What follows belongs to an exercise in optimizing a design on an open flow for small area; a production flow would make more cautious choices. Where RTL was checked, it was by simulation tests only, not by an equivalence proof against the original.

Design CPU, start of the top module:
module CPU (
    input clk,
    input rst,
    input botao_ligar_agora,
    input botao_enviar_agora,
    input [17:0] instrucao_completa,
    output reg flag_clear_memoria,
    output reg flag_escrever,
    output [7:0] lcd_data,
    output lcd_rs,
    output lcd_rw,
    output lcd_e,
    output lcd_on,
    output lcd_blon
);
    assign lcd_on = 1'b1;
    assign lcd_blon = 1'b1;
    localparam OP_LOAD = 3'b000;
    localparam OP_ADD = 3'b001;
    localparam OP_ADDI = 3'b010;
    localparam OP_SUB = 3'b011;
    localparam OP_SUBI = 3'b100;
    localparam OP_MUL = 3'b101;
    localparam OP_CLEAR = 3'b110;
    localparam OP_DISPLAY = 3'b111;
    localparam S_DESLIGADO = 2'd0,
               S_AGUARDANDO = 2'd1,
               S_EXECUTANDO = 2'd2;
    reg [1:0] estado;
    reg sistema_ligado;
    wire flag_ligar, flag_enviar;
    debounce_Botao detector_ligar (
        .clk(clk), .rst(rst),
        .botaoAgora(botao_ligar_agora), .botaoPressionado(flag_ligar)
    );
    debounce_Botao detector_enviar (
        .clk(clk), .rst(rst),
        .botaoAgora(botao_enviar_agora), .botaoPressionado(flag_enviar)
    );
    always @(posedge clk) begin
        if (rst)
            sistema_ligado <= 1'b0;
        else if (flag_ligar)
            sistema_ligado <= ~sistema_ligado;
    end
    wire inicia = sistema_ligado && estado[0] && flag_enviar;
    always @(posedge clk) begin
        estado[1] <= inicia;
        estado[0] <= sistema_ligado && !inicia;
    end
  ...
clock: 18.0 ns
lec_check: 0
cap_margin: 20
core_margin: 2
core_utilization: 40
cts_cluster_diameter: 80
cts_cluster_size: 25
place_density: 0.6
slew_margin: 20
standard.sh (not shown) runs the stock make flow with config.mk's settings and CLKGATE_MAP_FILE= SYNTH_SCRIPT=/design/flow/synth_recipe.tcl, a recipe that flattens the netlist after the stock synthesis.
==> flow/flow/run.sh <==
#!/bin/bash
# The standard layout (standard.sh), with two changes: the ports are
# buffered with the smallest buffer (buf_1) instead of the default choice,
# and clock tree synthesis inserts no dummy loads. Everything else,
# synthesis included, is the standard flow. Its output goes to
# standard.log in the work folder.
export BUFFER_PORTS_ARGS="-buffer_cell sky130_fd_sc_hd__buf_1"
export CTS_ARGS="-sink_clustering_enable -repair_clock_nets -dont_use_dummy_load -sink_clustering_size 25 -sink_clustering_max_diameter 80"
bash standard.sh > standard.log 2>&1
Change:
--- a/flow/design.v
+++ b/flow/design.v
@@ -126,30 +126,30 @@
         EST_OCIOSO = 2'd1,
         EST_SLOT   = 2'd2;
     reg [1:0] est;
     reg [9:0] c;
     reg [5:0] index;
     reg [2:0] op_salva;
     reg [3:0] end_salvo;
     reg sinal;
     reg [15:0] val;               
     reg [3:0] digito;             
     wire init = index[5] & index[4];
     wire boot = index[2];         
-    wire extrai_janela = est[1] && (index[5:2] == 4'd7);   
+    wire extrai_janela = (est == EST_SLOT) && (index[5:2] == 4'd7);   
     wire ge;
     wire [15:0] dif;
     binarioParaBCD conversor (.valor(val), .sel(index[1:0]), .maior_igual(ge), .diferenca(dif));
     wire extrai = extrai_janela && ge;
-    assign quer_captura = est[1] && (index == 6'd0);
+    assign quer_captura = (est == EST_SLOT) && (index == 6'd0);
     wire longo = init & index[1] & ~index[0];                  
     wire fim_init = init & index[1] & index[0] &               
                     c[4] & c[3] & c[2];
     wire fim_slot = longo ? (c[7] & c[6] & c[4] & c[0])        
                           : (c[4] & c[3] & c[2] & c[0]);       
     wire fim_msg = index[5] & ~index[4] & index[0];            
     wire fim_espera = boot ? (c[9] & c[8] & c[7] & c[6] & c[5] & c[3] & c[1])   
                            : (c[5] & c[3] & c[0]);             
     always @(posedge clk) begin
         if (captura)
             val <= {bit_valor, val[15:1]};
         else if (extrai)
@@ -191,25 +191,25 @@
                         if (fim_msg)
                             est <= EST_OCIOSO;
                         else begin
                             c <= 10'd0;
                             index <= index + 6'd1;
                         end
                     end
                 end
             endcase
         end
     end
     always @(posedge clk)
-        if (est[1] && fim_slot)
+        if (est == EST_SLOT && fim_slot)
             digito <= c[9:6];
     function [7:0] nome_op;
         input [2:0] op;
         input [1:0] i;
         reg [31:0] s;
         begin
             case (op)
                 3'b000: s = "LOAD";
                 3'b001: s = "ADD ";
                 3'b010: s = "ADDI";
                 3'b011: s = "SUB ";
                 3'b100: s = "SUBI";
@@ -244,25 +244,25 @@
                 6'd14: saida_dados = end_salvo[1] ? "1" : "0";
                 6'd15: saida_dados = end_salvo[0] ? "1" : "0";
                 6'd16: saida_dados = "]";
                 6'd28: saida_dados = sinal ? "-" : "+";
                 6'd29, 6'd30, 6'd31, 6'd32: saida_dados = {4'h3, digito};
                 6'd33: saida_dados = {4'h3, val[3:0]};
                 default: saida_dados = " ";
             endcase
         end
     end
     assign end_atual = end_salvo;
     assign lcd_rw = 1'b0;
-    assign lcd_e = est[1] && (c[5:3] == 3'd0) && (c[2:0] != 3'd7) &&
+    assign lcd_e = (est == EST_SLOT) && (c[5:3] == 3'd0) && (c[2:0] != 3'd7) &&
                    (!init || c[7:6] == 2'd0);
 endmodule
 module CPU (
     input clk,
     input rst,
     input botao_ligar_agora,
     input botao_enviar_agora,
     input [17:0] instrucao_completa,
     output reg flag_clear_memoria,
     output reg flag_escrever,
     output [7:0] lcd_data,
     output lcd_rs,
@@ -292,34 +292,42 @@
         .botaoAgora(botao_ligar_agora), .botaoPressionado(flag_ligar)
     );
     debounce_Botao detector_enviar (
         .clk(clk), .rst(rst),
         .botaoAgora(botao_enviar_agora), .botaoPressionado(flag_enviar)
     );
     always @(posedge clk) begin
         if (rst)
             sistema_ligado <= 1'b0;
         else if (flag_ligar)
             sistema_ligado <= ~sistema_ligado;
     end
-    wire inicia = sistema_ligado && estado[0] && flag_enviar;
     always @(posedge clk) begin
-        estado[1] <= inicia;
-        estado[0] <= sistema_ligado && !inicia;
+        if (~sistema_ligado)
+            estado <= S_DESLIGADO;
+        else begin
+            case (estado)
+                S_DESLIGADO: estado <= S_AGUARDANDO;
+                S_AGUARDANDO: if (flag_enviar) estado <= S_EXECUTANDO;
+                S_EXECUTANDO: estado <= S_AGUARDANDO;
+                default: estado <= estado;
+            endcase
+        end
     end
     wire [2:0] opcode_chaves = instrucao_completa[17:15];
     always @(*) begin
-        flag_clear_memoria = estado[1] && (opcode_chaves == OP_CLEAR);
-        flag_escrever = estado[1] && !(opcode_chaves[2] && opcode_chaves[1]);
+        flag_clear_memoria = (estado == S_EXECUTANDO) && (opcode_chaves == OP_CLEAR);
+        flag_escrever = (estado == S_EXECUTANDO) && !(opcode_chaves[2] && opcode_chaves[1]);
     end
+    wire inicia = sistema_ligado && (estado == S_AGUARDANDO) && flag_enviar;
     reg [17:0] ir;
     always @(posedge clk)
         if (inicia) ir <= instrucao_completa;
     wire [2:0] op = ir[17:15];
     wire [3:0] rd = ir[14:11];
     wire [3:0] ra = ir[10:7];
     wire [3:0] rb = ir[3:0];
     wire sgn = ir[6];
     wire [5:0] mag = ir[5:0];
     reg [3:0] fase;         
     reg pendente, rodando;
     always @(posedge clk) begin
Setup slack degrades by 26 ps.
Maximum frequency falls slightly.
Cell area is lower slightly.
Die area falls slightly.
Global-route usage shrinks by 0.80 points.
Non-clock buffer count shrinks by 1.
Wire length shrinks by a few percent.
Cell count fell slightly.
Count of clock-buffer cells in the layout stays the same.
No functional check of the RTL was part of the first run of this note.


## maple
CPU, a different RTL version from the one above (not shown whole).
Size: roughly 360 flip-flops, ~0.011 mm^2 of cells after synthesis.
Settings: LEC_CHECK=0, CAP_MARGIN=20, CORE_MARGIN=2, CORE_UTILIZATION=40, CTS_CLUSTER_DIAMETER=80, CTS_CLUSTER_SIZE=25, PLACE_DENSITY=0.6, SLEW_MARGIN=20; clock period 18.0 ns.
Scripts as last shown in full above: flow/flow/run.sh
Modified inputs, nickel compared to maple
diff --git a/flow/design.v b/flow/design.v
--- a/flow/design.v
+++ b/flow/design.v
@@ -129,30 +129,28 @@
     reg [9:0] c;
     reg [5:0] index;
     reg [2:0] op_salva;
     reg [3:0] end_salvo;
     reg sinal;
     reg [15:0] val;               
     reg [3:0] digito;             
-    wire init = index[5] & index[4];
+    wire init = index[5:3] == 3'b111;
     wire boot = index[2];         
     wire extrai_janela = (est == EST_SLOT) && (index[5:2] == 4'd7);   
     wire ge;
     wire [15:0] dif;
     binarioParaBCD conversor (.valor(val), .sel(index[1:0]), .maior_igual(ge), .diferenca(dif));
     wire extrai = extrai_janela && ge;
     assign quer_captura = (est == EST_SLOT) && (index == 6'd0);
-    wire longo = init & index[1] & ~index[0];                  
-    wire fim_init = init & index[1] & index[0] &               
-                    c[4] & c[3] & c[2];
-    wire fim_slot = longo ? (c[7] & c[6] & c[4] & c[0])        
-                          : (c[4] & c[3] & c[2] & c[0]);       
-    wire fim_msg = index[5] & ~index[4] & index[0];            
-    wire fim_espera = boot ? (c[9] & c[8] & c[7] & c[6] & c[5] & c[3] & c[1])   
-                           : (c[5] & c[3] & c[0]);             
+    wire longo = index == 6'd58;
+    wire fim_init = (index == 6'd59) && (c[7:0] == 8'd28);
+    wire fim_slot = !init ? (c[5:0] == 6'd29) :
+                    longo ? (c[7:0] == 8'd209) : (c[7:0] == 8'd29);
+    wire fim_msg = index == 6'd33;
+    wire fim_espera = boot ? (c == 10'd1002) : (c == 10'd41);
     always @(posedge clk) begin
         if (captura)
             val <= {bit_valor, val[15:1]};
         else if (extrai)
             val <= dif;
         if (le_sinal)
             sinal <= bit_sinal;
@@ -355,40 +353,39 @@
     end
     wire [3:0] end_lcd;
     wire bit_a, bit_b;
     wire soma, prod;
     wire leitura_lcd = quer_captura | captura;
     wire limpa = ~sistema_ligado | (rodando && op == OP_CLEAR);
     wire escreve = rodando && (op[2] == 1'b0 || op[1] == 1'b0);
-    wire impulso = (fase == 4'd0);
-    wire a_mul = (op == OP_MUL) ? bit_a : impulso;
+    wire m_k = (fase < 4'd6) ? mag[fase[2:0]] : 1'b0;
     reg x, y, inv;
     reg sinal_lcd;
     always @(*) begin
-        x = bit_a; y = prod; inv = sgn;
+        x = bit_a; y = m_k; inv = sgn;
         case (op)
-            OP_LOAD: begin x = 1'b0; y = prod; inv = sgn; end
+            OP_LOAD: begin x = 1'b0; y = m_k; inv = sgn; end
             OP_ADD:  begin x = bit_a; y = bit_b; inv = 1'b0; end
-            OP_ADDI: begin x = bit_a; y = prod; inv = sgn; end
+            OP_ADDI: begin x = bit_a; y = m_k; inv = sgn; end
             OP_SUB:  begin x = bit_a; y = bit_b; inv = 1'b1; end
-            OP_SUBI: begin x = bit_a; y = prod; inv = ~sgn; end
+            OP_SUBI: begin x = bit_a; y = m_k; inv = ~sgn; end
             default: begin x = 1'b0; y = prod; inv = sgn; end
         endcase
         if (captura) begin
             x = 1'b0; y = bit_a; inv = sinal_lcd;
         end
     end
     always @(posedge clk)
         if (le_sinal) sinal_lcd <= bit_a;
     ula ula (
         .clk(clk),
         .ativo(rodando | captura),
         .carga_carry(le_sinal ? bit_a : inv),
         .x(x), .y(y), .inv(inv),
-        .mag(mag), .a_mul(a_mul),
+        .mag(mag), .a_mul(bit_a),
         .s(soma), .p(prod)
     );
     memoria banco_memoria (
         .clk(clk),
         .clear(limpa),
         .escreve(escreve),
         .endereco_escrita(rd),
Findings:
There was hardly any difference in mean instance size in the synthesized netlist between maple and nickel.
Compare maple and nickel | measured slew at the worst slew-check pin lower: maple
On simple-gate share of the synthesized area, maple and nickel are neck and neck.
Maximum vdd drop sits higher in nickel than in maple.
In the route summary, nickel ends up with a via count below that of maple.
Compared to maple, nickel has final period demand of the worst path 0.0071 ns higher.
Relative to maple, the clock skew of nickel is lower by 0.0066 ns.
Going from maple to nickel, the finished layout cell area was found to have gone down by 70 um^2.
The RTL of maple was laid out without a check of its function.

-- what the ideal ports hide --
How much do the figures lean on ideal ports? The routed layouts below were timed once more, with nothing changed but the port constraints.
Step 1, drivers: a clkbuf_16 drives clk and a buf_2 each remaining input, both assumed.
Step 2 moves the port delays by t, midway between the first and last clock arrival at a register: inputs arrive t later, outputs are due t later. That takes back most of the time a late clock gives input paths.
Slacks: ideal ports / drivers / drivers and shift; pairs: ideal ports / drivers.
| run | t (ns) | setup slack, ns | hold slack, ns | worst setup path after step 2 | worst slew at a driven data input, ns |
|---|---|---|---|---|---|
| the first run of note 1 | 0.531 | 10.338 / 10.317 / 10.317 | 0.321 / 0.321 / 0.321 | input to output | 0.04 |
| the second run of note 1 | 0.528 | 10.312 / 10.291 / 10.291 | 0.302 / 0.302 / 0.302 | input to output | 0.05 |
| maple | 0.534 | 10.315 / 10.294 / 10.294 | 0.292 / 0.292 / 0.292 | input to output | 0.04 |
| nickel | 0.539 | 10.308 / 10.283 / 10.283 | 0.311 / 0.311 / 0.311 | input to output | 0.06 |
After both steps setup and hold are still met in every run listed. The setup slack of nickel, which loses most, moves by -0.025 ns with the drivers and by -0.025 ns with both steps.
